This design comes from an exercise in tuning for small area, a short achievable clock period and few clock cycles per item on the open sky130 flow, not from production work. The RTL was checked by simulation tests, not by an equivalence proof against the original design.

**flow/run.sh**
```bash
#!/bin/bash
# synth_recipe.tcl (not shown) runs the flow's synth.tcl, then flattens the netlist and writes it again
# the make line also repeats each setting of config.mk as NAME=value (left out here)
make -C /OpenROAD-flow-scripts/flow DESIGN_CONFIG=/design/flow/config.mk WORK_HOME=/design/flow/orfs CLKGATE_MAP_FILE= SYNTH_SCRIPT=/design/flow/synth_recipe.tcl finish
```
**flow/constraint.sdc**
```tcl
create_clock -name core_clock -period 7.0 [get_ports {i_clk}]
set_input_delay 1.4000 -clock core_clock [delete_from_list [all_inputs] [get_ports {i_clk}]]
set_output_delay 1.4000 -clock core_clock [all_outputs]
set_load 0.01 [all_outputs]
```
**flow/config.mk**
```make
export PLATFORM = sky130hd
export DESIGN_NAME = seqpolar
export DESIGN_NICKNAME = seqpolar
export VERILOG_FILES = /design/flow/design.v
export SDC_FILE = /design/flow/constraint.sdc
export NUM_CORES = 4
export LEC_CHECK = 0
export CAP_MARGIN = 20
export CORE_MARGIN = 2
export CORE_UTILIZATION = 40
export SETUP_SLACK_MARGIN = 2
export SLEW_MARGIN = 20
```
**flow/design.v**
```verilog
`default_nettype none
module seqpolar(i_clk, i_reset, i_stb, i_xval, i_yval, i_aux, o_busy,
		o_done, o_mag, o_phase, o_aux);
	input	wire		i_clk, i_reset, i_stb;
	input	wire	[28:0]	i_xval, i_yval;
	input	wire		i_aux;
	output	wire		o_busy;
	output	reg		o_done;
	output	wire	[25:0]	o_mag;
	output	wire	[25:0]	o_phase;
	output	reg		o_aux;
	reg		busy;
	reg		rot;		 
	reg	[5:0]	k;		 
	reg	[5:0]	kn;		 
	reg	[33:0]	xv;		 
	reg	[39:1]	yn;		 
	reg	[35:1]	ph;		 
	wire	sx = i_xval[28], sy = i_yval[28];
	wire	[33:0]	ex = { {1{sx}}, i_xval, 4'b0 };
	wire	[39:1]	ey = { {7{sy}}, i_yval, 3'b0 };
	wire	[33:0]	ld_x = sx ? { {2{sx}}, i_xval, 3'b0 } : ex;
	wire	[35:1]	ld_p = { !sx, !(sx^sy), 33'h1c7c6e34f };
	wire		d = yn[39];			 
	wire	[39:0]	y0 = { yn, 1'b0 };
	wire	[39:0]	ys0 = kn[0] ? y0  : { {2{y0[39]}},  y0[39:2] };
	wire	[39:0]	ys1 = kn[1] ? ys0 : { {4{ys0[39]}}, ys0[39:4] };
	wire	[39:0]	ys2 = kn[2] ? ys1 : { {8{ys1[39]}}, ys1[39:8] };
	wire	[39:0]	ys3 = kn[3] ? ys2 : { {16{ys2[39]}}, ys2[39:16] };
	wire	[39:0]	ys4 = kn[4] ? ys3 : { {32{ys3[39]}}, ys3[39:32] };
	wire	[33:0]	ysh = kn[5] ? ys4[33:0] : {34{ys4[39]}};
	wire	[33:0]	xmask = {34{1'b1}} << k;
	wire	[33:0]	xm = xv & xmask;
	wire		last = (k == 6'd33);
	wire	[9:0]	x34 = xv[9:0] + {9'b0, d};
	wire		rnd = last && (x34[9] || (x34[7:0] != 8'd0));
	wire	[33:0]	xop = (ysh ^ {34{d}}) | {25'b0, rnd, 8'b0};
	wire	[33:0]	xa = xv & {34{!rot}};
	wire	[33:0]	xn_s_a = xa;
	wire	[33:0]	xn_s_b = xop;
	wire	[33:0]	xn_s_p = xn_s_a ^ xn_s_b;
	wire	[33:0]	xn_s_g = xn_s_a & xn_s_b;
	wire	xn_s_ci = d;
	wire xn_s_g0c = xn_s_g[0] | (xn_s_p[0] & xn_s_ci);
	wire xn_s_g0 = xn_s_g[1] | (xn_s_p[1] & xn_s_g0c);
	wire xn_s_p0 = xn_s_p[1] & xn_s_p[0];
	wire xn_s_g1 = xn_s_g[3] | (xn_s_p[3] & xn_s_g[2]);
	wire xn_s_p1 = xn_s_p[3] & xn_s_p[2];
	wire xn_s_g2 = xn_s_g[5] | (xn_s_p[5] & xn_s_g[4]);
	wire xn_s_p2 = xn_s_p[5] & xn_s_p[4];
	wire xn_s_g3 = xn_s_g[7] | (xn_s_p[7] & xn_s_g[6]);
	wire xn_s_p3 = xn_s_p[7] & xn_s_p[6];
	wire xn_s_g4 = xn_s_g[9] | (xn_s_p[9] & xn_s_g[8]);
	wire xn_s_p4 = xn_s_p[9] & xn_s_p[8];
	wire xn_s_g5 = xn_s_g[11] | (xn_s_p[11] & xn_s_g[10]);
	wire xn_s_p5 = xn_s_p[11] & xn_s_p[10];
	wire xn_s_g6 = xn_s_g[13] | (xn_s_p[13] & xn_s_g[12]);
	wire xn_s_p6 = xn_s_p[13] & xn_s_p[12];
	wire xn_s_g7 = xn_s_g[15] | (xn_s_p[15] & xn_s_g[14]);
	wire xn_s_p7 = xn_s_p[15] & xn_s_p[14];
	wire xn_s_g8 = xn_s_g[17] | (xn_s_p[17] & xn_s_g[16]);
	wire xn_s_p8 = xn_s_p[17] & xn_s_p[16];
	wire xn_s_g9 = xn_s_g[19] | (xn_s_p[19] & xn_s_g[18]);
	wire xn_s_p9 = xn_s_p[19] & xn_s_p[18];
	wire xn_s_g10 = xn_s_g[21] | (xn_s_p[21] & xn_s_g[20]);
	wire xn_s_p10 = xn_s_p[21] & xn_s_p[20];
	wire xn_s_g11 = xn_s_g[23] | (xn_s_p[23] & xn_s_g[22]);
	wire xn_s_p11 = xn_s_p[23] & xn_s_p[22];
	wire xn_s_g12 = xn_s_g[25] | (xn_s_p[25] & xn_s_g[24]);
	wire xn_s_p12 = xn_s_p[25] & xn_s_p[24];
	wire xn_s_g13 = xn_s_g[27] | (xn_s_p[27] & xn_s_g[26]);
	wire xn_s_p13 = xn_s_p[27] & xn_s_p[26];
	wire xn_s_g14 = xn_s_g[29] | (xn_s_p[29] & xn_s_g[28]);
	wire xn_s_p14 = xn_s_p[29] & xn_s_p[28];
	wire xn_s_g15 = xn_s_g[31] | (xn_s_p[31] & xn_s_g[30]);
	wire xn_s_p15 = xn_s_p[31] & xn_s_p[30];
	wire xn_s_g16 = xn_s_g[2] | (xn_s_p[2] & xn_s_g0);
	wire xn_s_p16 = xn_s_p[2] & xn_s_p0;
	wire xn_s_g17 = xn_s_g1 | (xn_s_p1 & xn_s_g0);
	wire xn_s_p17 = xn_s_p1 & xn_s_p0;
	wire xn_s_g18 = xn_s_g[6] | (xn_s_p[6] & xn_s_g2);
	wire xn_s_p18 = xn_s_p[6] & xn_s_p2;
	wire xn_s_g19 = xn_s_g3 | (xn_s_p3 & xn_s_g2);
	wire xn_s_p19 = xn_s_p3 & xn_s_p2;
	wire xn_s_g20 = xn_s_g[10] | (xn_s_p[10] & xn_s_g4);
	wire xn_s_p20 = xn_s_p[10] & xn_s_p4;
	wire xn_s_g21 = xn_s_g5 | (xn_s_p5 & xn_s_g4);
	wire xn_s_p21 = xn_s_p5 & xn_s_p4;
	wire xn_s_g22 = xn_s_g[14] | (xn_s_p[14] & xn_s_g6);
	wire xn_s_p22 = xn_s_p[14] & xn_s_p6;
	wire xn_s_g23 = xn_s_g7 | (xn_s_p7 & xn_s_g6);
	wire xn_s_p23 = xn_s_p7 & xn_s_p6;
	wire xn_s_g24 = xn_s_g[18] | (xn_s_p[18] & xn_s_g8);
	wire xn_s_p24 = xn_s_p[18] & xn_s_p8;
	wire xn_s_g25 = xn_s_g9 | (xn_s_p9 & xn_s_g8);
	wire xn_s_p25 = xn_s_p9 & xn_s_p8;
	wire xn_s_g26 = xn_s_g[22] | (xn_s_p[22] & xn_s_g10);
	wire xn_s_p26 = xn_s_p[22] & xn_s_p10;
	wire xn_s_g27 = xn_s_g11 | (xn_s_p11 & xn_s_g10);
	wire xn_s_p27 = xn_s_p11 & xn_s_p10;
	wire xn_s_g28 = xn_s_g[26] | (xn_s_p[26] & xn_s_g12);
	wire xn_s_p28 = xn_s_p[26] & xn_s_p12;
	wire xn_s_g29 = xn_s_g13 | (xn_s_p13 & xn_s_g12);
	wire xn_s_p29 = xn_s_p13 & xn_s_p12;
	wire xn_s_g30 = xn_s_g[30] | (xn_s_p[30] & xn_s_g14);
	wire xn_s_p30 = xn_s_p[30] & xn_s_p14;
	wire xn_s_g31 = xn_s_g15 | (xn_s_p15 & xn_s_g14);
	wire xn_s_p31 = xn_s_p15 & xn_s_p14;
	wire xn_s_g32 = xn_s_g[4] | (xn_s_p[4] & xn_s_g17);
	wire xn_s_p32 = xn_s_p[4] & xn_s_p17;
	wire xn_s_g33 = xn_s_g2 | (xn_s_p2 & xn_s_g17);
	wire xn_s_p33 = xn_s_p2 & xn_s_p17;
	wire xn_s_g34 = xn_s_g18 | (xn_s_p18 & xn_s_g17);
	wire xn_s_p34 = xn_s_p18 & xn_s_p17;
	wire xn_s_g35 = xn_s_g19 | (xn_s_p19 & xn_s_g17);
	wire xn_s_p35 = xn_s_p19 & xn_s_p17;
	wire xn_s_g36 = xn_s_g[12] | (xn_s_p[12] & xn_s_g21);
	wire xn_s_p36 = xn_s_p[12] & xn_s_p21;
	wire xn_s_g37 = xn_s_g6 | (xn_s_p6 & xn_s_g21);
	wire xn_s_p37 = xn_s_p6 & xn_s_p21;
	wire xn_s_g38 = xn_s_g22 | (xn_s_p22 & xn_s_g21);
	wire xn_s_p38 = xn_s_p22 & xn_s_p21;
	wire xn_s_g39 = xn_s_g23 | (xn_s_p23 & xn_s_g21);
	wire xn_s_p39 = xn_s_p23 & xn_s_p21;
	wire xn_s_g40 = xn_s_g[20] | (xn_s_p[20] & xn_s_g25);
	wire xn_s_p40 = xn_s_p[20] & xn_s_p25;
	wire xn_s_g41 = xn_s_g10 | (xn_s_p10 & xn_s_g25);
	wire xn_s_p41 = xn_s_p10 & xn_s_p25;
	wire xn_s_g42 = xn_s_g26 | (xn_s_p26 & xn_s_g25);
	wire xn_s_p42 = xn_s_p26 & xn_s_p25;
	wire xn_s_g43 = xn_s_g27 | (xn_s_p27 & xn_s_g25);
	wire xn_s_p43 = xn_s_p27 & xn_s_p25;
	wire xn_s_g44 = xn_s_g[28] | (xn_s_p[28] & xn_s_g29);
	wire xn_s_p44 = xn_s_p[28] & xn_s_p29;
	wire xn_s_g45 = xn_s_g14 | (xn_s_p14 & xn_s_g29);
	wire xn_s_p45 = xn_s_p14 & xn_s_p29;
	wire xn_s_g46 = xn_s_g30 | (xn_s_p30 & xn_s_g29);
	wire xn_s_p46 = xn_s_p30 & xn_s_p29;
	wire xn_s_g47 = xn_s_g31 | (xn_s_p31 & xn_s_g29);
	wire xn_s_p47 = xn_s_p31 & xn_s_p29;
	wire xn_s_g48 = xn_s_g[8] | (xn_s_p[8] & xn_s_g35);
	wire xn_s_p48 = xn_s_p[8] & xn_s_p35;
	wire xn_s_g49 = xn_s_g4 | (xn_s_p4 & xn_s_g35);
	wire xn_s_p49 = xn_s_p4 & xn_s_p35;
	wire xn_s_g50 = xn_s_g20 | (xn_s_p20 & xn_s_g35);
	wire xn_s_p50 = xn_s_p20 & xn_s_p35;
	wire xn_s_g51 = xn_s_g21 | (xn_s_p21 & xn_s_g35);
	wire xn_s_p51 = xn_s_p21 & xn_s_p35;
	wire xn_s_g52 = xn_s_g36 | (xn_s_p36 & xn_s_g35);
	wire xn_s_p52 = xn_s_p36 & xn_s_p35;
	wire xn_s_g53 = xn_s_g37 | (xn_s_p37 & xn_s_g35);
	wire xn_s_p53 = xn_s_p37 & xn_s_p35;
	wire xn_s_g54 = xn_s_g38 | (xn_s_p38 & xn_s_g35);
	wire xn_s_p54 = xn_s_p38 & xn_s_p35;
	wire xn_s_g55 = xn_s_g39 | (xn_s_p39 & xn_s_g35);
	wire xn_s_p55 = xn_s_p39 & xn_s_p35;
	wire xn_s_g56 = xn_s_g[24] | (xn_s_p[24] & xn_s_g43);
	wire xn_s_p56 = xn_s_p[24] & xn_s_p43;
	wire xn_s_g57 = xn_s_g12 | (xn_s_p12 & xn_s_g43);
	wire xn_s_p57 = xn_s_p12 & xn_s_p43;
	wire xn_s_g58 = xn_s_g28 | (xn_s_p28 & xn_s_g43);
	wire xn_s_p58 = xn_s_p28 & xn_s_p43;
	wire xn_s_g59 = xn_s_g29 | (xn_s_p29 & xn_s_g43);
	wire xn_s_p59 = xn_s_p29 & xn_s_p43;
	wire xn_s_g60 = xn_s_g44 | (xn_s_p44 & xn_s_g43);
	wire xn_s_p60 = xn_s_p44 & xn_s_p43;
	wire xn_s_g61 = xn_s_g45 | (xn_s_p45 & xn_s_g43);
	wire xn_s_p61 = xn_s_p45 & xn_s_p43;
	wire xn_s_g62 = xn_s_g46 | (xn_s_p46 & xn_s_g43);
	wire xn_s_p62 = xn_s_p46 & xn_s_p43;
	wire xn_s_g63 = xn_s_g47 | (xn_s_p47 & xn_s_g43);
	wire xn_s_p63 = xn_s_p47 & xn_s_p43;
	wire xn_s_g64 = xn_s_g[16] | (xn_s_p[16] & xn_s_g55);
	wire xn_s_p64 = xn_s_p[16] & xn_s_p55;
	wire xn_s_g65 = xn_s_g8 | (xn_s_p8 & xn_s_g55);
	wire xn_s_p65 = xn_s_p8 & xn_s_p55;
	wire xn_s_g66 = xn_s_g24 | (xn_s_p24 & xn_s_g55);
	wire xn_s_p66 = xn_s_p24 & xn_s_p55;
	wire xn_s_g67 = xn_s_g25 | (xn_s_p25 & xn_s_g55);
	wire xn_s_p67 = xn_s_p25 & xn_s_p55;
	wire xn_s_g68 = xn_s_g40 | (xn_s_p40 & xn_s_g55);
	wire xn_s_p68 = xn_s_p40 & xn_s_p55;
	wire xn_s_g69 = xn_s_g41 | (xn_s_p41 & xn_s_g55);
	wire xn_s_p69 = xn_s_p41 & xn_s_p55;
	wire xn_s_g70 = xn_s_g42 | (xn_s_p42 & xn_s_g55);
	wire xn_s_p70 = xn_s_p42 & xn_s_p55;
	wire xn_s_g71 = xn_s_g43 | (xn_s_p43 & xn_s_g55);
	wire xn_s_p71 = xn_s_p43 & xn_s_p55;
	wire xn_s_g72 = xn_s_g56 | (xn_s_p56 & xn_s_g55);
	wire xn_s_p72 = xn_s_p56 & xn_s_p55;
	wire xn_s_g73 = xn_s_g57 | (xn_s_p57 & xn_s_g55);
	wire xn_s_p73 = xn_s_p57 & xn_s_p55;
	wire xn_s_g74 = xn_s_g58 | (xn_s_p58 & xn_s_g55);
	wire xn_s_p74 = xn_s_p58 & xn_s_p55;
	wire xn_s_g75 = xn_s_g59 | (xn_s_p59 & xn_s_g55);
	wire xn_s_p75 = xn_s_p59 & xn_s_p55;
	wire xn_s_g76 = xn_s_g60 | (xn_s_p60 & xn_s_g55);
	wire xn_s_p76 = xn_s_p60 & xn_s_p55;
	wire xn_s_g77 = xn_s_g61 | (xn_s_p61 & xn_s_g55);
	wire xn_s_p77 = xn_s_p61 & xn_s_p55;
	wire xn_s_g78 = xn_s_g62 | (xn_s_p62 & xn_s_g55);
	wire xn_s_p78 = xn_s_p62 & xn_s_p55;
	wire xn_s_g79 = xn_s_g63 | (xn_s_p63 & xn_s_g55);
	wire xn_s_p79 = xn_s_p63 & xn_s_p55;
	wire xn_s_g80 = xn_s_g[32] | (xn_s_p[32] & xn_s_g79);
	wire xn_s_p80 = xn_s_p[32] & xn_s_p79;
	wire	[33:0]	xn_s_c = {xn_s_g80, xn_s_g79, xn_s_g78, xn_s_g77, xn_s_g76, xn_s_g75, xn_s_g74, xn_s_g73, xn_s_g72, xn_s_g71, xn_s_g70, xn_s_g69, xn_s_g68, xn_s_g67, xn_s_g66, xn_s_g65, xn_s_g64, xn_s_g55, xn_s_g54, xn_s_g53, xn_s_g52, xn_s_g51, xn_s_g50, xn_s_g49, xn_s_g48, xn_s_g35, xn_s_g34, xn_s_g33, xn_s_g32, xn_s_g17, xn_s_g16, xn_s_g0, xn_s_g0c, xn_s_ci};
	wire	[33:0]	xn_s = xn_s_p ^ xn_s_c;
	wire	[33:0]	xn = xn_s;
	wire	[38:0]	ya = { yn[38:1], 1'b0 } & {39{!rot}};
	wire	[38:0]	yop = { {5{rot & xv[33]}}, xm } ^ {39{!d}};
	wire	[38:0]	ynn_s_a = ya;
	wire	[38:0]	ynn_s_b = yop;
	wire	[38:0]	ynn_s_p = ynn_s_a ^ ynn_s_b;
	wire	[38:0]	ynn_s_g = ynn_s_a & ynn_s_b;
	wire	ynn_s_ci = !d;
	wire ynn_s_g0c = ynn_s_g[0] | (ynn_s_p[0] & ynn_s_ci);
	wire ynn_s_g0 = ynn_s_g[1] | (ynn_s_p[1] & ynn_s_g0c);
	wire ynn_s_p0 = ynn_s_p[1] & ynn_s_p[0];
	wire ynn_s_g1 = ynn_s_g[3] | (ynn_s_p[3] & ynn_s_g[2]);
	wire ynn_s_p1 = ynn_s_p[3] & ynn_s_p[2];
	wire ynn_s_g2 = ynn_s_g[5] | (ynn_s_p[5] & ynn_s_g[4]);
	wire ynn_s_p2 = ynn_s_p[5] & ynn_s_p[4];
	wire ynn_s_g3 = ynn_s_g[7] | (ynn_s_p[7] & ynn_s_g[6]);
	wire ynn_s_p3 = ynn_s_p[7] & ynn_s_p[6];
	wire ynn_s_g4 = ynn_s_g[9] | (ynn_s_p[9] & ynn_s_g[8]);
	wire ynn_s_p4 = ynn_s_p[9] & ynn_s_p[8];
	wire ynn_s_g5 = ynn_s_g[11] | (ynn_s_p[11] & ynn_s_g[10]);
	wire ynn_s_p5 = ynn_s_p[11] & ynn_s_p[10];
	wire ynn_s_g6 = ynn_s_g[13] | (ynn_s_p[13] & ynn_s_g[12]);
	wire ynn_s_p6 = ynn_s_p[13] & ynn_s_p[12];
	wire ynn_s_g7 = ynn_s_g[15] | (ynn_s_p[15] & ynn_s_g[14]);
	wire ynn_s_p7 = ynn_s_p[15] & ynn_s_p[14];
	wire ynn_s_g8 = ynn_s_g[17] | (ynn_s_p[17] & ynn_s_g[16]);
	wire ynn_s_p8 = ynn_s_p[17] & ynn_s_p[16];
	wire ynn_s_g9 = ynn_s_g[19] | (ynn_s_p[19] & ynn_s_g[18]);
	wire ynn_s_p9 = ynn_s_p[19] & ynn_s_p[18];
	wire ynn_s_g10 = ynn_s_g[21] | (ynn_s_p[21] & ynn_s_g[20]);
	wire ynn_s_p10 = ynn_s_p[21] & ynn_s_p[20];
	wire ynn_s_g11 = ynn_s_g[23] | (ynn_s_p[23] & ynn_s_g[22]);
	wire ynn_s_p11 = ynn_s_p[23] & ynn_s_p[22];
	wire ynn_s_g12 = ynn_s_g[25] | (ynn_s_p[25] & ynn_s_g[24]);
	wire ynn_s_p12 = ynn_s_p[25] & ynn_s_p[24];
	wire ynn_s_g13 = ynn_s_g[27] | (ynn_s_p[27] & ynn_s_g[26]);
	wire ynn_s_p13 = ynn_s_p[27] & ynn_s_p[26];
	wire ynn_s_g14 = ynn_s_g[29] | (ynn_s_p[29] & ynn_s_g[28]);
	wire ynn_s_p14 = ynn_s_p[29] & ynn_s_p[28];
	wire ynn_s_g15 = ynn_s_g[31] | (ynn_s_p[31] & ynn_s_g[30]);
	wire ynn_s_p15 = ynn_s_p[31] & ynn_s_p[30];
	wire ynn_s_g16 = ynn_s_g[33] | (ynn_s_p[33] & ynn_s_g[32]);
	wire ynn_s_p16 = ynn_s_p[33] & ynn_s_p[32];
	wire ynn_s_g17 = ynn_s_g[35] | (ynn_s_p[35] & ynn_s_g[34]);
	wire ynn_s_p17 = ynn_s_p[35] & ynn_s_p[34];
	wire ynn_s_g18 = ynn_s_g[37] | (ynn_s_p[37] & ynn_s_g[36]);
	wire ynn_s_p18 = ynn_s_p[37] & ynn_s_p[36];
	wire ynn_s_g19 = ynn_s_g[2] | (ynn_s_p[2] & ynn_s_g0);
	wire ynn_s_p19 = ynn_s_p[2] & ynn_s_p0;
	wire ynn_s_g20 = ynn_s_g1 | (ynn_s_p1 & ynn_s_g0);
	wire ynn_s_p20 = ynn_s_p1 & ynn_s_p0;
	wire ynn_s_g21 = ynn_s_g[6] | (ynn_s_p[6] & ynn_s_g2);
	wire ynn_s_p21 = ynn_s_p[6] & ynn_s_p2;
	wire ynn_s_g22 = ynn_s_g3 | (ynn_s_p3 & ynn_s_g2);
	wire ynn_s_p22 = ynn_s_p3 & ynn_s_p2;
	wire ynn_s_g23 = ynn_s_g[10] | (ynn_s_p[10] & ynn_s_g4);
	wire ynn_s_p23 = ynn_s_p[10] & ynn_s_p4;
	wire ynn_s_g24 = ynn_s_g5 | (ynn_s_p5 & ynn_s_g4);
	wire ynn_s_p24 = ynn_s_p5 & ynn_s_p4;
	wire ynn_s_g25 = ynn_s_g[14] | (ynn_s_p[14] & ynn_s_g6);
	wire ynn_s_p25 = ynn_s_p[14] & ynn_s_p6;
	wire ynn_s_g26 = ynn_s_g7 | (ynn_s_p7 & ynn_s_g6);
	wire ynn_s_p26 = ynn_s_p7 & ynn_s_p6;
	wire ynn_s_g27 = ynn_s_g[18] | (ynn_s_p[18] & ynn_s_g8);
	wire ynn_s_p27 = ynn_s_p[18] & ynn_s_p8;
	wire ynn_s_g28 = ynn_s_g9 | (ynn_s_p9 & ynn_s_g8);
	wire ynn_s_p28 = ynn_s_p9 & ynn_s_p8;
	wire ynn_s_g29 = ynn_s_g[22] | (ynn_s_p[22] & ynn_s_g10);
	wire ynn_s_p29 = ynn_s_p[22] & ynn_s_p10;
	wire ynn_s_g30 = ynn_s_g11 | (ynn_s_p11 & ynn_s_g10);
	wire ynn_s_p30 = ynn_s_p11 & ynn_s_p10;
	wire ynn_s_g31 = ynn_s_g[26] | (ynn_s_p[26] & ynn_s_g12);
	wire ynn_s_p31 = ynn_s_p[26] & ynn_s_p12;
	wire ynn_s_g32 = ynn_s_g13 | (ynn_s_p13 & ynn_s_g12);
	wire ynn_s_p32 = ynn_s_p13 & ynn_s_p12;
	wire ynn_s_g33 = ynn_s_g[30] | (ynn_s_p[30] & ynn_s_g14);
	wire ynn_s_p33 = ynn_s_p[30] & ynn_s_p14;
	wire ynn_s_g34 = ynn_s_g15 | (ynn_s_p15 & ynn_s_g14);
	wire ynn_s_p34 = ynn_s_p15 & ynn_s_p14;
	wire ynn_s_g35 = ynn_s_g[34] | (ynn_s_p[34] & ynn_s_g16);
	wire ynn_s_p35 = ynn_s_p[34] & ynn_s_p16;
	wire ynn_s_g36 = ynn_s_g17 | (ynn_s_p17 & ynn_s_g16);
	wire ynn_s_p36 = ynn_s_p17 & ynn_s_p16;
	wire ynn_s_g37 = ynn_s_g[4] | (ynn_s_p[4] & ynn_s_g20);
	wire ynn_s_p37 = ynn_s_p[4] & ynn_s_p20;
	wire ynn_s_g38 = ynn_s_g2 | (ynn_s_p2 & ynn_s_g20);
	wire ynn_s_p38 = ynn_s_p2 & ynn_s_p20;
	wire ynn_s_g39 = ynn_s_g21 | (ynn_s_p21 & ynn_s_g20);
	wire ynn_s_p39 = ynn_s_p21 & ynn_s_p20;
	wire ynn_s_g40 = ynn_s_g22 | (ynn_s_p22 & ynn_s_g20);
	wire ynn_s_p40 = ynn_s_p22 & ynn_s_p20;
	wire ynn_s_g41 = ynn_s_g[12] | (ynn_s_p[12] & ynn_s_g24);
	wire ynn_s_p41 = ynn_s_p[12] & ynn_s_p24;
	wire ynn_s_g42 = ynn_s_g6 | (ynn_s_p6 & ynn_s_g24);
	wire ynn_s_p42 = ynn_s_p6 & ynn_s_p24;
	wire ynn_s_g43 = ynn_s_g25 | (ynn_s_p25 & ynn_s_g24);
	wire ynn_s_p43 = ynn_s_p25 & ynn_s_p24;
	wire ynn_s_g44 = ynn_s_g26 | (ynn_s_p26 & ynn_s_g24);
	wire ynn_s_p44 = ynn_s_p26 & ynn_s_p24;
	wire ynn_s_g45 = ynn_s_g[20] | (ynn_s_p[20] & ynn_s_g28);
	wire ynn_s_p45 = ynn_s_p[20] & ynn_s_p28;
	wire ynn_s_g46 = ynn_s_g10 | (ynn_s_p10 & ynn_s_g28);
	wire ynn_s_p46 = ynn_s_p10 & ynn_s_p28;
	wire ynn_s_g47 = ynn_s_g29 | (ynn_s_p29 & ynn_s_g28);
	wire ynn_s_p47 = ynn_s_p29 & ynn_s_p28;
	wire ynn_s_g48 = ynn_s_g30 | (ynn_s_p30 & ynn_s_g28);
	wire ynn_s_p48 = ynn_s_p30 & ynn_s_p28;
	wire ynn_s_g49 = ynn_s_g[28] | (ynn_s_p[28] & ynn_s_g32);
	wire ynn_s_p49 = ynn_s_p[28] & ynn_s_p32;
	wire ynn_s_g50 = ynn_s_g14 | (ynn_s_p14 & ynn_s_g32);
	wire ynn_s_p50 = ynn_s_p14 & ynn_s_p32;
	wire ynn_s_g51 = ynn_s_g33 | (ynn_s_p33 & ynn_s_g32);
	wire ynn_s_p51 = ynn_s_p33 & ynn_s_p32;
	wire ynn_s_g52 = ynn_s_g34 | (ynn_s_p34 & ynn_s_g32);
	wire ynn_s_p52 = ynn_s_p34 & ynn_s_p32;
	wire ynn_s_g53 = ynn_s_g[36] | (ynn_s_p[36] & ynn_s_g36);
	wire ynn_s_p53 = ynn_s_p[36] & ynn_s_p36;
	wire ynn_s_g54 = ynn_s_g18 | (ynn_s_p18 & ynn_s_g36);
	wire ynn_s_p54 = ynn_s_p18 & ynn_s_p36;
	wire ynn_s_g55 = ynn_s_g[8] | (ynn_s_p[8] & ynn_s_g40);
	wire ynn_s_p55 = ynn_s_p[8] & ynn_s_p40;
	wire ynn_s_g56 = ynn_s_g4 | (ynn_s_p4 & ynn_s_g40);
	wire ynn_s_p56 = ynn_s_p4 & ynn_s_p40;
	wire ynn_s_g57 = ynn_s_g23 | (ynn_s_p23 & ynn_s_g40);
	wire ynn_s_p57 = ynn_s_p23 & ynn_s_p40;
	wire ynn_s_g58 = ynn_s_g24 | (ynn_s_p24 & ynn_s_g40);
	wire ynn_s_p58 = ynn_s_p24 & ynn_s_p40;
	wire ynn_s_g59 = ynn_s_g41 | (ynn_s_p41 & ynn_s_g40);
	wire ynn_s_p59 = ynn_s_p41 & ynn_s_p40;
	wire ynn_s_g60 = ynn_s_g42 | (ynn_s_p42 & ynn_s_g40);
	wire ynn_s_p60 = ynn_s_p42 & ynn_s_p40;
	wire ynn_s_g61 = ynn_s_g43 | (ynn_s_p43 & ynn_s_g40);
	wire ynn_s_p61 = ynn_s_p43 & ynn_s_p40;
	wire ynn_s_g62 = ynn_s_g44 | (ynn_s_p44 & ynn_s_g40);
	wire ynn_s_p62 = ynn_s_p44 & ynn_s_p40;
	wire ynn_s_g63 = ynn_s_g[24] | (ynn_s_p[24] & ynn_s_g48);
	wire ynn_s_p63 = ynn_s_p[24] & ynn_s_p48;
	wire ynn_s_g64 = ynn_s_g12 | (ynn_s_p12 & ynn_s_g48);
	wire ynn_s_p64 = ynn_s_p12 & ynn_s_p48;
	wire ynn_s_g65 = ynn_s_g31 | (ynn_s_p31 & ynn_s_g48);
	wire ynn_s_p65 = ynn_s_p31 & ynn_s_p48;
	wire ynn_s_g66 = ynn_s_g32 | (ynn_s_p32 & ynn_s_g48);
	wire ynn_s_p66 = ynn_s_p32 & ynn_s_p48;
	wire ynn_s_g67 = ynn_s_g49 | (ynn_s_p49 & ynn_s_g48);
	wire ynn_s_p67 = ynn_s_p49 & ynn_s_p48;
	wire ynn_s_g68 = ynn_s_g50 | (ynn_s_p50 & ynn_s_g48);
	wire ynn_s_p68 = ynn_s_p50 & ynn_s_p48;
	wire ynn_s_g69 = ynn_s_g51 | (ynn_s_p51 & ynn_s_g48);
	wire ynn_s_p69 = ynn_s_p51 & ynn_s_p48;
	wire ynn_s_g70 = ynn_s_g52 | (ynn_s_p52 & ynn_s_g48);
	wire ynn_s_p70 = ynn_s_p52 & ynn_s_p48;
	wire ynn_s_g71 = ynn_s_g[16] | (ynn_s_p[16] & ynn_s_g62);
	wire ynn_s_p71 = ynn_s_p[16] & ynn_s_p62;
	wire ynn_s_g72 = ynn_s_g8 | (ynn_s_p8 & ynn_s_g62);
	wire ynn_s_p72 = ynn_s_p8 & ynn_s_p62;
	wire ynn_s_g73 = ynn_s_g27 | (ynn_s_p27 & ynn_s_g62);
	wire ynn_s_p73 = ynn_s_p27 & ynn_s_p62;
	wire ynn_s_g74 = ynn_s_g28 | (ynn_s_p28 & ynn_s_g62);
	wire ynn_s_p74 = ynn_s_p28 & ynn_s_p62;
	wire ynn_s_g75 = ynn_s_g45 | (ynn_s_p45 & ynn_s_g62);
	wire ynn_s_p75 = ynn_s_p45 & ynn_s_p62;
	wire ynn_s_g76 = ynn_s_g46 | (ynn_s_p46 & ynn_s_g62);
	wire ynn_s_p76 = ynn_s_p46 & ynn_s_p62;
	wire ynn_s_g77 = ynn_s_g47 | (ynn_s_p47 & ynn_s_g62);
	wire ynn_s_p77 = ynn_s_p47 & ynn_s_p62;
	wire ynn_s_g78 = ynn_s_g48 | (ynn_s_p48 & ynn_s_g62);
	wire ynn_s_p78 = ynn_s_p48 & ynn_s_p62;
	wire ynn_s_g79 = ynn_s_g63 | (ynn_s_p63 & ynn_s_g62);
	wire ynn_s_p79 = ynn_s_p63 & ynn_s_p62;
	wire ynn_s_g80 = ynn_s_g64 | (ynn_s_p64 & ynn_s_g62);
	wire ynn_s_p80 = ynn_s_p64 & ynn_s_p62;
	wire ynn_s_g81 = ynn_s_g65 | (ynn_s_p65 & ynn_s_g62);
	wire ynn_s_p81 = ynn_s_p65 & ynn_s_p62;
	wire ynn_s_g82 = ynn_s_g66 | (ynn_s_p66 & ynn_s_g62);
	wire ynn_s_p82 = ynn_s_p66 & ynn_s_p62;
	wire ynn_s_g83 = ynn_s_g67 | (ynn_s_p67 & ynn_s_g62);
	wire ynn_s_p83 = ynn_s_p67 & ynn_s_p62;
	wire ynn_s_g84 = ynn_s_g68 | (ynn_s_p68 & ynn_s_g62);
	wire ynn_s_p84 = ynn_s_p68 & ynn_s_p62;
	wire ynn_s_g85 = ynn_s_g69 | (ynn_s_p69 & ynn_s_g62);
	wire ynn_s_p85 = ynn_s_p69 & ynn_s_p62;
	wire ynn_s_g86 = ynn_s_g70 | (ynn_s_p70 & ynn_s_g62);
	wire ynn_s_p86 = ynn_s_p70 & ynn_s_p62;
	wire ynn_s_g87 = ynn_s_g[32] | (ynn_s_p[32] & ynn_s_g86);
	wire ynn_s_p87 = ynn_s_p[32] & ynn_s_p86;
	wire ynn_s_g88 = ynn_s_g16 | (ynn_s_p16 & ynn_s_g86);
	wire ynn_s_p88 = ynn_s_p16 & ynn_s_p86;
	wire ynn_s_g89 = ynn_s_g35 | (ynn_s_p35 & ynn_s_g86);
	wire ynn_s_p89 = ynn_s_p35 & ynn_s_p86;
	wire ynn_s_g90 = ynn_s_g36 | (ynn_s_p36 & ynn_s_g86);
	wire ynn_s_p90 = ynn_s_p36 & ynn_s_p86;
	wire ynn_s_g91 = ynn_s_g53 | (ynn_s_p53 & ynn_s_g86);
	wire ynn_s_p91 = ynn_s_p53 & ynn_s_p86;
	wire ynn_s_g92 = ynn_s_g54 | (ynn_s_p54 & ynn_s_g86);
	wire ynn_s_p92 = ynn_s_p54 & ynn_s_p86;
	wire	[38:0]	ynn_s_c = {ynn_s_g92, ynn_s_g91, ynn_s_g90, ynn_s_g89, ynn_s_g88, ynn_s_g87, ynn_s_g86, ynn_s_g85, ynn_s_g84, ynn_s_g83, ynn_s_g82, ynn_s_g81, ynn_s_g80, ynn_s_g79, ynn_s_g78, ynn_s_g77, ynn_s_g76, ynn_s_g75, ynn_s_g74, ynn_s_g73, ynn_s_g72, ynn_s_g71, ynn_s_g62, ynn_s_g61, ynn_s_g60, ynn_s_g59, ynn_s_g58, ynn_s_g57, ynn_s_g56, ynn_s_g55, ynn_s_g40, ynn_s_g39, ynn_s_g38, ynn_s_g37, ynn_s_g20, ynn_s_g19, ynn_s_g0, ynn_s_g0c, ynn_s_ci};
	wire	[38:0]	ynn_s = ynn_s_p ^ ynn_s_c;
	wire	[38:0]	ynn = ynn_s;
	wire	[34:0]	ang =
		({35{k == 6'd1}} & 35'h12e4051da) |
		({35{k == 6'd2}} & 35'h09fb385b5) |
		({35{k == 6'd3}} & 35'h051111d41) |
		({35{k == 6'd4}} & 35'h028b0d430) |
		({35{k == 6'd5}} & 35'h0145d7e15) |
		({35{k == 6'd6}} & 35'h00a2f61e5) |
		({35{k == 6'd7}} & 35'h00517c551) |
		({35{k == 6'd8}} & 35'h0028be534) |
		({35{k == 6'd9}} & 35'h00145f2eb) |
		({35{k == 6'd10}} & 35'h000a2f980) |
		({35{k == 6'd11}} & 35'h000517cc1) |
		({35{k == 6'd12}} & 35'h00028be60) |
		({35{k == 6'd13}} & 35'h000145f30) |
		({35{k == 6'd14}} & 35'h0000a2f98) |
		({35{k == 6'd15}} & 35'h0000517cc) |
		({35{k == 6'd16}} & 35'h000028be6) |
		({35{k == 6'd17}} & 35'h0000145f3) |
		({35{k == 6'd18}} & 35'h00000a2f9) |
		({35{k == 6'd19}} & 35'h00000517c) |
		({35{k == 6'd20}} & 35'h0000028be) |
		({35{k == 6'd21}} & 35'h00000145f) |
		({35{k == 6'd22}} & 35'h000000a2f) |
		({35{k == 6'd23}} & 35'h000000517) |
		({35{k == 6'd24}} & 35'h00000028b) |
		({35{k == 6'd25}} & 35'h000000145) |
		({35{k == 6'd26}} & 35'h0000000a2) |
		({35{k == 6'd27}} & 35'h000000051) |
		({35{k == 6'd28}} & 35'h000000028) |
		({35{k == 6'd29}} & 35'h000000014) |
		({35{k == 6'd30}} & 35'h00000000a) |
		({35{k == 6'd31}} & 35'h000000005) |
		({35{k == 6'd32}} & 35'h000000002) |
		({35{k == 6'd33}} & 35'h000000001);
	wire	[34:0]	pn_s_a = ph;
	wire	[34:0]	pn_s_b = (ang & {35{!d}});
	wire	[34:0]	pn_s_p = pn_s_a ^ pn_s_b;
	wire	[34:0]	pn_s_g = pn_s_a & pn_s_b;
	wire	pn_s_ci = 1'b0;
	wire pn_s_g0c = pn_s_g[0] | (pn_s_p[0] & pn_s_ci);
	wire pn_s_g0 = pn_s_g[1] | (pn_s_p[1] & pn_s_g0c);
	wire pn_s_p0 = pn_s_p[1] & pn_s_p[0];
	wire pn_s_g1 = pn_s_g[3] | (pn_s_p[3] & pn_s_g[2]);
	wire pn_s_p1 = pn_s_p[3] & pn_s_p[2];
	wire pn_s_g2 = pn_s_g[5] | (pn_s_p[5] & pn_s_g[4]);
	wire pn_s_p2 = pn_s_p[5] & pn_s_p[4];
	wire pn_s_g3 = pn_s_g[7] | (pn_s_p[7] & pn_s_g[6]);
	wire pn_s_p3 = pn_s_p[7] & pn_s_p[6];
	wire pn_s_g4 = pn_s_g[9] | (pn_s_p[9] & pn_s_g[8]);
	wire pn_s_p4 = pn_s_p[9] & pn_s_p[8];
	wire pn_s_g5 = pn_s_g[11] | (pn_s_p[11] & pn_s_g[10]);
	wire pn_s_p5 = pn_s_p[11] & pn_s_p[10];
	wire pn_s_g6 = pn_s_g[13] | (pn_s_p[13] & pn_s_g[12]);
	wire pn_s_p6 = pn_s_p[13] & pn_s_p[12];
	wire pn_s_g7 = pn_s_g[15] | (pn_s_p[15] & pn_s_g[14]);
	wire pn_s_p7 = pn_s_p[15] & pn_s_p[14];
	wire pn_s_g8 = pn_s_g[17] | (pn_s_p[17] & pn_s_g[16]);
	wire pn_s_p8 = pn_s_p[17] & pn_s_p[16];
	wire pn_s_g9 = pn_s_g[19] | (pn_s_p[19] & pn_s_g[18]);
	wire pn_s_p9 = pn_s_p[19] & pn_s_p[18];
	wire pn_s_g10 = pn_s_g[21] | (pn_s_p[21] & pn_s_g[20]);
	wire pn_s_p10 = pn_s_p[21] & pn_s_p[20];
	wire pn_s_g11 = pn_s_g[23] | (pn_s_p[23] & pn_s_g[22]);
	wire pn_s_p11 = pn_s_p[23] & pn_s_p[22];
	wire pn_s_g12 = pn_s_g[25] | (pn_s_p[25] & pn_s_g[24]);
	wire pn_s_p12 = pn_s_p[25] & pn_s_p[24];
	wire pn_s_g13 = pn_s_g[27] | (pn_s_p[27] & pn_s_g[26]);
	wire pn_s_p13 = pn_s_p[27] & pn_s_p[26];
	wire pn_s_g14 = pn_s_g[29] | (pn_s_p[29] & pn_s_g[28]);
	wire pn_s_p14 = pn_s_p[29] & pn_s_p[28];
	wire pn_s_g15 = pn_s_g[31] | (pn_s_p[31] & pn_s_g[30]);
	wire pn_s_p15 = pn_s_p[31] & pn_s_p[30];
	wire pn_s_g16 = pn_s_g[33] | (pn_s_p[33] & pn_s_g[32]);
	wire pn_s_p16 = pn_s_p[33] & pn_s_p[32];
	wire pn_s_g17 = pn_s_g1 | (pn_s_p1 & pn_s_g0);
	wire pn_s_p17 = pn_s_p1 & pn_s_p0;
	wire pn_s_g18 = pn_s_g3 | (pn_s_p3 & pn_s_g2);
	wire pn_s_p18 = pn_s_p3 & pn_s_p2;
	wire pn_s_g19 = pn_s_g5 | (pn_s_p5 & pn_s_g4);
	wire pn_s_p19 = pn_s_p5 & pn_s_p4;
	wire pn_s_g20 = pn_s_g7 | (pn_s_p7 & pn_s_g6);
	wire pn_s_p20 = pn_s_p7 & pn_s_p6;
	wire pn_s_g21 = pn_s_g9 | (pn_s_p9 & pn_s_g8);
	wire pn_s_p21 = pn_s_p9 & pn_s_p8;
	wire pn_s_g22 = pn_s_g11 | (pn_s_p11 & pn_s_g10);
	wire pn_s_p22 = pn_s_p11 & pn_s_p10;
	wire pn_s_g23 = pn_s_g13 | (pn_s_p13 & pn_s_g12);
	wire pn_s_p23 = pn_s_p13 & pn_s_p12;
	wire pn_s_g24 = pn_s_g15 | (pn_s_p15 & pn_s_g14);
	wire pn_s_p24 = pn_s_p15 & pn_s_p14;
	wire pn_s_g25 = pn_s_g18 | (pn_s_p18 & pn_s_g17);
	wire pn_s_p25 = pn_s_p18 & pn_s_p17;
	wire pn_s_g26 = pn_s_g20 | (pn_s_p20 & pn_s_g19);
	wire pn_s_p26 = pn_s_p20 & pn_s_p19;
	wire pn_s_g27 = pn_s_g22 | (pn_s_p22 & pn_s_g21);
	wire pn_s_p27 = pn_s_p22 & pn_s_p21;
	wire pn_s_g28 = pn_s_g24 | (pn_s_p24 & pn_s_g23);
	wire pn_s_p28 = pn_s_p24 & pn_s_p23;
	wire pn_s_g29 = pn_s_g26 | (pn_s_p26 & pn_s_g25);
	wire pn_s_p29 = pn_s_p26 & pn_s_p25;
	wire pn_s_g30 = pn_s_g28 | (pn_s_p28 & pn_s_g27);
	wire pn_s_p30 = pn_s_p28 & pn_s_p27;
	wire pn_s_g31 = pn_s_g30 | (pn_s_p30 & pn_s_g29);
	wire pn_s_p31 = pn_s_p30 & pn_s_p29;
	wire pn_s_g32 = pn_s_g27 | (pn_s_p27 & pn_s_g29);
	wire pn_s_p32 = pn_s_p27 & pn_s_p29;
	wire pn_s_g33 = pn_s_g19 | (pn_s_p19 & pn_s_g25);
	wire pn_s_p33 = pn_s_p19 & pn_s_p25;
	wire pn_s_g34 = pn_s_g21 | (pn_s_p21 & pn_s_g29);
	wire pn_s_p34 = pn_s_p21 & pn_s_p29;
	wire pn_s_g35 = pn_s_g23 | (pn_s_p23 & pn_s_g32);
	wire pn_s_p35 = pn_s_p23 & pn_s_p32;
	wire pn_s_g36 = pn_s_g2 | (pn_s_p2 & pn_s_g17);
	wire pn_s_p36 = pn_s_p2 & pn_s_p17;
	wire pn_s_g37 = pn_s_g4 | (pn_s_p4 & pn_s_g25);
	wire pn_s_p37 = pn_s_p4 & pn_s_p25;
	wire pn_s_g38 = pn_s_g6 | (pn_s_p6 & pn_s_g33);
	wire pn_s_p38 = pn_s_p6 & pn_s_p33;
	wire pn_s_g39 = pn_s_g8 | (pn_s_p8 & pn_s_g29);
	wire pn_s_p39 = pn_s_p8 & pn_s_p29;
	wire pn_s_g40 = pn_s_g10 | (pn_s_p10 & pn_s_g34);
	wire pn_s_p40 = pn_s_p10 & pn_s_p34;
	wire pn_s_g41 = pn_s_g12 | (pn_s_p12 & pn_s_g32);
	wire pn_s_p41 = pn_s_p12 & pn_s_p32;
	wire pn_s_g42 = pn_s_g14 | (pn_s_p14 & pn_s_g35);
	wire pn_s_p42 = pn_s_p14 & pn_s_p35;
	wire pn_s_g43 = pn_s_g16 | (pn_s_p16 & pn_s_g31);
	wire pn_s_p43 = pn_s_p16 & pn_s_p31;
	wire pn_s_g44 = pn_s_g[2] | (pn_s_p[2] & pn_s_g0);
	wire pn_s_p44 = pn_s_p[2] & pn_s_p0;
	wire pn_s_g45 = pn_s_g[4] | (pn_s_p[4] & pn_s_g17);
	wire pn_s_p45 = pn_s_p[4] & pn_s_p17;
	wire pn_s_g46 = pn_s_g[6] | (pn_s_p[6] & pn_s_g36);
	wire pn_s_p46 = pn_s_p[6] & pn_s_p36;
	wire pn_s_g47 = pn_s_g[8] | (pn_s_p[8] & pn_s_g25);
	wire pn_s_p47 = pn_s_p[8] & pn_s_p25;
	wire pn_s_g48 = pn_s_g[10] | (pn_s_p[10] & pn_s_g37);
	wire pn_s_p48 = pn_s_p[10] & pn_s_p37;
	wire pn_s_g49 = pn_s_g[12] | (pn_s_p[12] & pn_s_g33);
	wire pn_s_p49 = pn_s_p[12] & pn_s_p33;
	wire pn_s_g50 = pn_s_g[14] | (pn_s_p[14] & pn_s_g38);
	wire pn_s_p50 = pn_s_p[14] & pn_s_p38;
	wire pn_s_g51 = pn_s_g[16] | (pn_s_p[16] & pn_s_g29);
	wire pn_s_p51 = pn_s_p[16] & pn_s_p29;
	wire pn_s_g52 = pn_s_g[18] | (pn_s_p[18] & pn_s_g39);
	wire pn_s_p52 = pn_s_p[18] & pn_s_p39;
	wire pn_s_g53 = pn_s_g[20] | (pn_s_p[20] & pn_s_g34);
	wire pn_s_p53 = pn_s_p[20] & pn_s_p34;
	wire pn_s_g54 = pn_s_g[22] | (pn_s_p[22] & pn_s_g40);
	wire pn_s_p54 = pn_s_p[22] & pn_s_p40;
	wire pn_s_g55 = pn_s_g[24] | (pn_s_p[24] & pn_s_g32);
	wire pn_s_p55 = pn_s_p[24] & pn_s_p32;
	wire pn_s_g56 = pn_s_g[26] | (pn_s_p[26] & pn_s_g41);
	wire pn_s_p56 = pn_s_p[26] & pn_s_p41;
	wire pn_s_g57 = pn_s_g[28] | (pn_s_p[28] & pn_s_g35);
	wire pn_s_p57 = pn_s_p[28] & pn_s_p35;
	wire pn_s_g58 = pn_s_g[30] | (pn_s_p[30] & pn_s_g42);
	wire pn_s_p58 = pn_s_p[30] & pn_s_p42;
	wire pn_s_g59 = pn_s_g[32] | (pn_s_p[32] & pn_s_g31);
	wire pn_s_p59 = pn_s_p[32] & pn_s_p31;
	wire	[34:0]	pn_s_c = {pn_s_g43, pn_s_g59, pn_s_g31, pn_s_g58, pn_s_g42, pn_s_g57, pn_s_g35, pn_s_g56, pn_s_g41, pn_s_g55, pn_s_g32, pn_s_g54, pn_s_g40, pn_s_g53, pn_s_g34, pn_s_g52, pn_s_g39, pn_s_g51, pn_s_g29, pn_s_g50, pn_s_g38, pn_s_g49, pn_s_g33, pn_s_g48, pn_s_g37, pn_s_g47, pn_s_g25, pn_s_g46, pn_s_g36, pn_s_g45, pn_s_g17, pn_s_g44, pn_s_g0, pn_s_g0c, pn_s_ci};
	wire	[34:0]	pn_s = pn_s_p ^ pn_s_c;
	wire	[35:1]	pn = pn_s;
	wire	load = i_stb && !busy;
	always @(posedge i_clk)
	begin
		if (load) begin
			xv <= ld_x;
			yn <= ey;
			rot <= sx;
			ph <= ld_p;
			k  <= 6'd0;
			kn <= 6'h3f;
		end else begin
			xv <= xn;
			yn <= ynn;
			ph <= pn;
			k  <= k + {5'd0, !rot};
			kn <= ~(k + {5'd0, !rot});
			rot <= 1'b0;
		end
	end
	always @(posedge i_clk)
	if (load)
		o_aux <= i_aux;
	always @(posedge i_clk)
	if (i_reset) begin
		busy   <= 1'b0;
		o_done <= 1'b0;
	end else begin
		o_done <= busy && last;
		if (load)
			busy <= 1'b1;
		else if (last)
			busy <= 1'b0;
	end
	assign	o_busy  = busy;
	assign	o_mag   = xv[33:8];
	assign	o_phase = ph[35:10];
endmodule
```
==> reports/metrics.yaml, run 1 <==
ff2ff_path_depth: 20
hold_path_depth: 1
crit_arrival_ns: 5.07
antenna_found_initial: 0
setup_tns_ns: 0
dpl_cell_area_mm2: 0.0136
utilization_pct: 46.9
dieArea_mm2: 0.0329
totalWireLength_mm: 41.4
grt.total_usage_pct: 25.2
rsz0062_at_grt: "true"
synth.avg_cell_area_um2: 7.72
setup.worst_path.start: "kn[1]"
synth_area_mm2: 0.0126
fin_skew_ns: 0.0144
die_h_um: 181
worstPathRequired_ns: 7.29
setup_viol: 0
num-nets-final: 1842
worst_pin_slew_ns: 0.890
dpl_worst_slack_ns: 1.40
initial_core_util_pct: 40.8
dp.cells: 2011
wire_per_inst_um: 20.1
yosysWarnings: 1
overflow: 0
maxCapViolations: 0
drt_iter0_drc: 1012
final_hold_viol_count: 0
drc: 0
final_cell_mix: "161 x nand2_1, 141 x nor2_1, 120 x a21oi_1"
cpLargestDelayFamily: "compound AO/OA/AOI/OAI gates"
port_buffers: 116
dp_hpwl_mm: 31.7
period_minus_slack_ns: 4.78
slew_headroom_pct: 40.0
stdcell_area_mm2: 0.0145
synth_cell_types: 73
fin_crit_sh_pct: 68.3
grt_pass1_vias: 11500
ys_seq_elements: 124
fin_cells: 2057
outcome: "no timing/DRC/antenna violations"
cts-hold-fix-buffers: 0
path_cells: "buf_4 > mux2_2 > o21ai_0 > mux2i_1 > o21ai_0 > o22ai_1 > o211a_1 > ha_1 > o211ai_1 > a21o_1 > a211oi_4 > o221a_4 > nand3_2 > nand3_2 > a31oi_1 > o21ba_2 > fa_2 > xnor2_2 > xnor2_1 > a21oi_1"
drive_gt1_share_pct: 8.13
setup_ws_ns: 2.22
syn_to_final_growth_pct: 14.8
synth-async-reset-ratio_pct: 0
synth_ff_type: "dfxtp_1"
clk_pin_slew_ns: 0.07
io_pins: 117
seq_area_frac_synth_pct: 19.8
cts_tree: "built"
hp-class: "flop to flop"
path_buf_inv: 1
syn-num-nets: 1825
crit_end: "xv[33]"
grt_max_degree: 54
design.core.area_mm2: 0.0308
timing.fmax_mhz: 209
clock_path_buffers: 2
crit_fanout: 9
slew_violations: 0
final_common_cell: "nand2_1"
cts.sinks: 124
criticalPathCategory: "flop to flop"
cpPeakStageDelay_ns: 0.42
cts_root_buffer: "clkbuf_16"
worst_setup_path_end_kind: "flop"
viasPerCell: 5.72
numCtsBuffers: 17
r2r_start: "kn[1]"
worstReg2RegEnd: "xv[33]"
htreeDepth: 4
dieWidth_um: 181
dr_total_vias: 11800
clkLatencyLatePin_ns: 0.44
globalplace.congestion: 0.962
grt_pass1_wl_mm: 64.8
drt_pre_antenna_iters: 6
critPathLaunchType: "flop"
rrSetupSlack_ns: 2.22
synth_edf_count: 1
drtAntennaViolNets: 0
path_depth: 20
row_count: 64
cp_slowest_cell: "dfxtp_4"
syn_inst: 1631
antenna_cells: 0
-- worst register-to-register path, cell delays in order (launching register included) --
cell and delay, ns:
dfxtp_4 0.42, buf_4 0.14, mux2_2 0.34, o21ai_0 0.32
mux2i_1 0.21, o21ai_0 0.28, o22ai_1 0.13, o211a_1 0.23
ha_1 0.34, o211ai_1 0.12, a21o_1 0.22, a211oi_4 0.31
o221a_4 0.28, nand3_2 0.10, nand3_2 0.08, a31oi_1 0.12
o21ba_2 0.23, fa_2 0.40, xnor2_2 0.15, xnor2_1 0.13
a21oi_1 0.08
-- state kept, by name (all words and copies together) (netlist names) --
register and count:
o_done 1, yn 39, ph 35, o_aux 1
k 6, xv 34, kn 6, rot 1
busy 1
-- cell families after synthesis --
| family | synth area share [%] |
|---|---|
| flops | 19.8 |
| buf+inv | 7.69 |
| simple gates | 20.8 |
| mux | 6.15 |
| compound gates | 22.0 |
| xor+xnor | 8.69 |
| fa+ha+maj | 14.8 |
-- synth_stat cells, types with 11 or more instances --
cell type	number	area, um^2
a211oi_1	21	158
a21o_1	34	255
a21oi_1	122	611
a31oi_1	11	68.8
and2_1	14	87.6
buf_1	20	75.1
buf_4	55	413
clkbuf_1	69	259
dfxtp_1	123	2460
fa_1	29	581
ha_1	103	1290
inv_1	47	176
mux2_2	15	169
mux2i_1	47	470
nand2_1	162	608
nand2b_1	33	206
nand3_1	36	180
nand4_1	14	87.6
nor2_1	145	544
nor2b_1	81	507
nor3_1	29	145
o211ai_1	21	158
o21a_1	17	128
o21ai_0	98	490
o22ai_1	15	93.8
o31ai_1	19	143
xnor2_1	102	893
xor2_1	23	201
-- metal layers --
| layer | share of wire (%) | global-route usage (%) | up-vias |
|---|---|---|---|
| met5 | 0 | 0 | - |
| met4 | 3.7 | 9.85 | 0 |
| met3 | 5.3 | 4.59 | 81 |
| met2 | 46 | 41.1 | 365 |
| met1 | 45 | 33.2 | 5584 |
| li1 | - | - | 5739 |
-- layout make-up --
| cell class | instances | area (um^2) |
|---|---|---|
| fill | 3106 | 16400 |
| multi-input combinational | 1306 | 9250 |
| sequential | 124 | 2510 |
| timing repair buffer | 148 | 1430 |
| tap | 396 | 495 |
| clock buffer | 20 | 457 |
| inverter | 51 | 203 |
| clock inverter | 12 | 111 |
-- per-stage QoR --
step	hold slack [ns]
2_1_floorplan	0.509
3_3_place_gp	0.509
3_5_place_dp	0.510
4_1_cts	0.521
5_1_grt	0.547
6_report	0.526
-- worst min path at each step --
stage,slack (ns),startpoint,endpoint
after global placement,0.51,busy,o_done
after detailed placement,0.51,busy,o_done
final,0.53,busy,o_done
after floorplan,0.51,ph[1],ph[1]
after global routing,0.55,ph[1],ph[1]
after CTS,0.52,busy,o_done
-- timing repair --
| action | 4_1_cts | 5_1_grt |
|---|---|---|
| gates resized for setup | 21 | 28 |
| endpoints found under the setup margin | 15 | 13 |
| setup buffers | 4 | 10 |
| pin swaps | 1 | 6 |
Testbench counts, summed over its fixed seeds: cycles 18,182, items 512.
==> inputs of run 2 (changes only) <==
--- a/flow/config.mk
+++ b/flow/config.mk
@@ -8,5 +8,5 @@
 export CAP_MARGIN = 20
 export CORE_MARGIN = 2
 export CORE_UTILIZATION = 40
-export SETUP_SLACK_MARGIN = 2
+export SETUP_SLACK_MARGIN = 2.5
 export SLEW_MARGIN = 20
==> run 2 against run 1 <==
- global-route usage up 0.33 points
- wire length up 3.5%
- register-to-register slack better by 0.34 ns
- worst setup slack better by 0.34 ns
- critical endpoint unchanged
- highest routed layer unchanged
==> reports/metrics.yaml, run 2 <==
outcome: "no timing/DRC/antenna violations"
cts.sinks: 124  # unchanged
final_hold_viol_count: 0  # unchanged
rrSetupSlack_ns: 2.56  # +0.34 ns
worstReg2RegEnd: "xv[33]"
clk_pin_slew_ns: 0.08  # about the same
die_h_um: 181  # unchanged
dieWidth_um: 181  # unchanged
overflow: 0  # unchanged
clock_path_buffers: 2  # unchanged
row_count: 64  # unchanged
antenna_found_initial: 0  # unchanged
viasPerCell: 5.79  # +1.3%
drive_gt1_share_pct: 12.7  # +4.5 points
hp-class: "flop to flop"
grt_pass1_vias: 11500  # -0.23%
seq_area_frac_synth_pct: 19.8  # unchanged
reg.largest.list: "yn: 39 flops, ph: 35 flops, xv: 34 flops"
synth_area_mm2: 0.0126  # unchanged
period_minus_slack_ns: 4.44  # -0.340 ns
drtAntennaViolNets: 0  # unchanged
yosysWarnings: 1  # unchanged
drc: 0  # unchanged
cts-hold-fix-buffers: 0  # unchanged
synth.top_cell.area_share_pct: 19.6  # unchanged
antenna_cells: 0  # unchanged
synth_edf_count: 1  # unchanged
ys_seq_elements: 124  # unchanged
syn-num-nets: 1825  # unchanged
wire_per_inst_um: 20.5  # +2.0%
setup_viol: 0  # unchanged
cts_root_buffer: "clkbuf_16"
largest_register_ffs: 39  # unchanged
final_cell_mix: "156 x nand2_1, 140 x nor2_1, 116 x a21oi_1"
drt_iter0_drc: 1101  # +8.8%
num-nets-final: 1873  # +1.7%
drt_pre_antenna_iters: 6  # unchanged
slew_violations: 0  # unchanged
design.core.area_mm2: 0.0308  # unchanged
regMostFlops: "yn"
numCtsBuffers: 17  # unchanged
synth_most_common_cell: "nand2_1"
final_common_cell: "nand2_1"
synth_cell_types: 73  # unchanged
syn_inst: 1631  # unchanged
synth_top_cells_by_count: "162 x nand2_1, 145 x nor2_1, 123 x dfxtp_1, 122 x a21oi_1, 103 x ha_1"
synth.avg_cell_area_um2: 7.72  # unchanged
grt_max_degree: 58  # +7.4%
worstPathRequired_ns: 7.29  # about the same
ff2ff_path_depth: 20  # unchanged
synth-async-reset-ratio_pct: 0  # unchanged
totalWireLength_mm: 42.9  # +3.5%
synth_top_area_cell: "dfxtp_1"
slew_headroom_pct: 41.4  # +1.4 points
syn_to_final_growth_pct: 19.4
io_pins: 117  # unchanged
fin_crit_sh_pct: 63.4  # -4.9 points
port_buffers: 116  # unchanged
timing.fmax_mhz: 225  # +7.7%
critPathLaunchType: "flop"
crit_fanout: 6  # -3
clkLatencyLatePin_ns: 0.44  # about the same
grt_pass1_wl_mm: 66.1  # +2.0%
dpl_cell_area_mm2: 0.0136  # +0.11%
synth_area_leaders: "dfxtp_1 20%, ha_1 10%, xnor2_1 7.1%"
worst_pin_slew_ns: 0.870  # -0.0204 ns
r2r_start: "kn[1]"
criticalPathCategory: "flop to flop"
crit_end: "xv[33]"
setup.worst_path.start: "kn[1]"
synth_ff_type: "dfxtp_1"
stdcell_area_mm2: 0.0150  # +4.0%
crit_arrival_ns: 4.73  # -0.34 ns
rsz0062_at_grt: "true"
dp_hpwl_mm: 32.0  # +0.82%
worst_setup_path_end_kind: "flop"
fin_skew_ns: 0.0192  # +0.00481 ns
grt.total_usage_pct: 25.6  # +0.33 points
globalplace.congestion: 0.940  # -2.3%
dr_total_vias: 12100  # +2.7%
maxCapViolations: 0  # unchanged
initial_core_util_pct: 40.8  # unchanged
cts_tree: "built"
setup_tns_ns: 0  # unchanged
htreeDepth: 4  # unchanged
dieArea_mm2: 0.0329  # unchanged
run 2: cell counts after synthesis:
Identical to the previous run, type by type.
run 2: kinds of logic after synthesis:
| group | Yosys count | share of synthesized area (%) |
|---|---|---|
| fa+ha+maj | 132 | 14.8 |
| flops | 124 | 19.8 |
| buf+inv | 201 | 7.69 |
| simple gates | 551 | 20.8 |
| xor+xnor | 125 | 8.69 |
| mux | 68 | 6.15 |
| compound gates | 430 | 22.0 |
run 2: area by class of cell:
| cell class | count | area (um^2) |
|---|---|---|
| Fill cell | 3009 | 15800 |
| Clock inverter | 12 | 90.1 |
| Inverter | 51 | 208 |
| Sequential cell | 124 | 2530 |
| Timing Repair Buffer | 179 | 1770 |
| Clock buffer | 19 | 443 |
| Tap cell | 396 | 495 |
| Multi-Input combinational cell | 1306 | 9490 |
run 2: layer usage:
metal	routed length, um	GRT usage [%]	part of all wire [%]
met1	19200	34.6	45
met2	19500	41.2	45
met3	2580	3.77	6.0
met4	1630	9.59	3.8
met5	0	0	0
run 2: timing repair:
action,CTS,global route
setup endpoints to repair,43,21
pin swaps,16,16
gates cloned,1,2
setup buffers,17,24
resized for setup,75,67
run 2: critical path, stage by stage (launching register included):
cell	delay, ns
dfxtp_4	0.40
buf_4	0.14
mux2_2	0.34
o21ai_1	0.29
mux2i_2	0.18
o21ai_1	0.20
o22ai_1	0.10
o211a_1	0.26
ha_4	0.29
o211ai_1	0.10
a21o_1	0.20
a211oi_2	0.25
o221a_2	0.30
nand3_2	0.10
nand3_2	0.10
a31oi_4	0.10
o21ba_4	0.21
fa_2	0.35
xnor2_2	0.14
xnor2_1	0.15
a21oi_1	0.08
run 2: how the worst min path moves through the flow:
stage	to	cells after the start	slack (ns)	start
6_report	ph[1]	2	0.55	ph[1]
5_1_grt	o_done	1	0.57	busy
4_1_cts	ph[1]	2	0.55	ph[1]
3_5_place_dp	ph[1]	2	0.53	ph[1]
3_3_place_gp	ph[1]	2	0.52	ph[1]
2_1_floorplan	ph[1]	2	0.51	ph[1]
run 2: metrics by stage:
step	util, %	hold slack [ns]	setup slack, ns	std cells
final	48.8	0.545	2.56	2087
after global routing	48.8	0.573	2.33	2087
after CTS	47.3	0.550	2.48	2061
after detailed placement	44.2	0.528	1.44	2012
after global placement	44.2	0.516	1.62	2012
after floorplan	-	0.509	2.44	1631
==> inputs of run 3 (changes only) <==
--- a/flow/config.mk
+++ b/flow/config.mk
@@ -7,6 +7,6 @@
 export LEC_CHECK = 0
 export CAP_MARGIN = 20
 export CORE_MARGIN = 2
-export CORE_UTILIZATION = 40
+export CORE_UTILIZATION = 60
 export SETUP_SLACK_MARGIN = 2.5
 export SLEW_MARGIN = 20
==> run 3 against run 2 <==
- clock skew fell by 0.0091 ns
- synthesized cell count is the same
- sequential cell count did not move
- maximum frequency is 2.0% lower
==> reports/metrics.yaml, run 3 <==
drc: 0  # unchanged
cts-hold-fix-buffers: 0  # unchanged
drtAntennaViolNets: 0  # unchanged
slew_headroom_pct: 43.2  # +1.8 points
cts_tree: "built"
grt_max_degree: 63  # +8.6%
slew_violations: 0  # unchanged
synth.avg_cell_area_um2: 7.72  # unchanged
wire_per_inst_um: 20.6  # +0.38%
seq_area_frac_synth_pct: 19.8  # unchanged
period_minus_slack_ns: 4.53  # +0.0922 ns
drt_pre_antenna_iters: 8  # +2
die_h_um: 149  # -18%
setup_viol: 0  # unchanged
drive_gt1_share_pct: 12.2  # -0.43 points
met1_length_mm: 17.1  # -11%
htreeDepth: 4  # unchanged
regMostFlops: "yn"
maxCapViolations: 0  # unchanged
reg.largest.list: "yn: 39 flops, ph: 35 flops, xv: 34 flops"
timing.fmax_mhz: 221  # -2.0%
clk_pin_slew_ns: 0.06  # -0.02 ns
synth_area_mm2: 0.0126  # unchanged
synth_most_common_cell: "nand2_1"
fin_crit_sh_pct: 64.8  # +1.3 points
clock_path_buffers: 2  # unchanged
numCtsBuffers: 17  # unchanged
dieWidth_um: 149  # -18%
drt_iter0_drc: 1201  # +9.1%
worst_pin_slew_ns: 0.852  # -0.0174 ns
synth_ff_type: "dfxtp_1"
overflow: 0  # unchanged
synth-async-reset-ratio_pct: 0  # unchanged
initial_core_util_pct: 61.6  # +21 points
dieArea_mm2: 0.0222  # -33%
crit_fanout: 6  # unchanged
worst_setup_path_end_kind: "flop"
grt_pass1_wl_mm: 61.7  # -6.7%
syn-num-nets: 1825  # unchanged
worstPathRequired_ns: 7.30  # about the same
antenna_cells: 0  # unchanged
regArea_mm2: 0.00253  # about the same
final_common_cell: "nand2_1"
cts.sinks: 124  # unchanged
cts_root_buffer: "clkbuf_16"
ys_seq_elements: 124  # unchanged
io_pins: 117  # unchanged
wl_met3_mm: 3.90  # +51%
final_cell_mix: "158 x nand2_1, 139 x nor2_1, 117 x a21oi_1"
grt.total_usage_pct: 35.8  # +10 points
criticalPathCategory: "flop to flop"
grt_pass1_vias: 11300  # -2.0%
syn_to_final_growth_pct: 18.1
routed-wl-met2_mm: 17.4  # -10%
hp-class: "flop to flop"
syn_inst: 1631  # unchanged
critPathLaunchType: "flop"
largest_register_ffs: 39  # unchanged
synth_top_cells_by_count: "162 x nand2_1, 145 x nor2_1, 123 x dfxtp_1, 122 x a21oi_1, 103 x ha_1"
synth_cell_types: 73  # unchanged
outcome: "no timing/DRC/antenna violations"
dr_total_vias: 12300  # +1.8%
synth_area_leaders: "dfxtp_1 20%, ha_1 10%, xnor2_1 7.1%"
multiInputGateArea_mm2: 0.00942  # -0.80%
n_fill_cell: 1670  # -44%
num-nets-final: 1874  # +0.053%
row_count: 52  # -19%
dp_hpwl_mm: 29.3  # -8.3%
[run 3: cell counts after synthesis]
Identical to the previous run, type by type.
[run 3: cell families after synthesis]
logic type	count (synthesis)	share of synthesized area (%)
buffers and inverters	201	7.69
DFF	124	19.8
xor gates and xnor gates	125	8.69
muxes	68	6.15
adders and majority gates	132	14.8
and+or+nand+nor	551	20.8
AOI/OAI and AO/OA	430	22.0
[run 3: worst max-delay path, cell delays in order (launching register included)]
cell	delay, ns
dfxtp_4	0.42
buf_6	0.14
buf_4	0.11
mux4_2	0.31
nand2_1	0.11
nand2_2	0.08
inv_2	0.05
nor2_1	0.03
a311o_1	0.27
o211a_1	0.15
nor2b_1	0.11
o22ai_1	0.09
fa_2	0.37
nand2b_4	0.16
a21o_1	0.18
a211oi_2	0.22
o221a_2	0.28
nand3_2	0.09
nand3_2	0.11
a31oi_4	0.11
o21ba_4	0.23
fa_2	0.35
xnor2_2	0.20
xnor2_1	0.13
a21oi_1	0.08
[run 3: layout make-up]
| type | count | area share, % |
|---|---|---|
| clock buffer | 19 | 3.12 |
| clock inverter | 13 | 0.858 |
| inverter | 51 | 1.39 |
| multi-input combinational | 1306 | 63.3 |
| sequential | 124 | 17.0 |
| tap | 270 | 2.27 |
| timing repair buffer | 180 | 12.0 |
[run 3: final timing paths]
kind	from	to	slack [ns]	cells past startpoint
min reg2reg	busy	o_done	0.51	1
max reg2reg	kn[1]	xv[33]	2.47	24
min	busy	o_done	0.51	1
max	kn[1]	xv[33]	2.47	24
[run 3: layer usage]
layer | up-vias | global-route usage (%)
met5 | - | 0
met2 | 644 | 54.9
met4 | 0 | 15.3
met1 | 5738 | 48.0
met3 | 128 | 8.81
li1 | 5803 | -
[run 3: per-stage QoR]
step	std cells	utilization [%]	instance area, um^2	worst slack, ns
after global routing	1963	72.8	14900	2.27
after detailed placement	1882	65.8	13400	1.39
after CTS	1936	70.5	14400	2.50
final	1963	72.8	14900	2.47
after floorplan	1631	-	12600	2.44
after global placement	1882	65.8	13400	1.52
[run 3: what timing repair did]
item,CTS,global route
gates resized for setup,60,67
pin swaps,8,25
cloned,0,1
setup buffers,22,26
endpoints found under the setup margin,48,20

-- static timing again, ports no longer ideal --
In the flow no input, the clock included, has a driving cell. The finished layouts below were timed again as built, in two steps. Step 1 assumes that a clkbuf_16 drives the clock port and a buf_2 every other input. Step 2 adds t to the input delays and takes it off the output delays; t is the mean of the earliest and latest rising clock arrival at the registers after step 1. Input paths then give back, and output paths get back, about the clock's delay inside the block. Slacks: ideal ports / drivers / drivers and shift; pairs: ideal ports / drivers.
| run | t, ns | setup slack, ns | latest minus earliest clock arrival (ns) |
|---|---|---|---|
| run 1 | 0.486 | 2.219 / 2.219 / 2.219 | 0.014 / 0.014 |
| run 2 | 0.485 | 2.559 / 2.559 / 2.559 | 0.019 / 0.019 |
| run 3 | 0.477 | 2.467 / 2.467 / 2.467 | 0.010 / 0.010 |
After both steps every run listed still meets setup and hold.
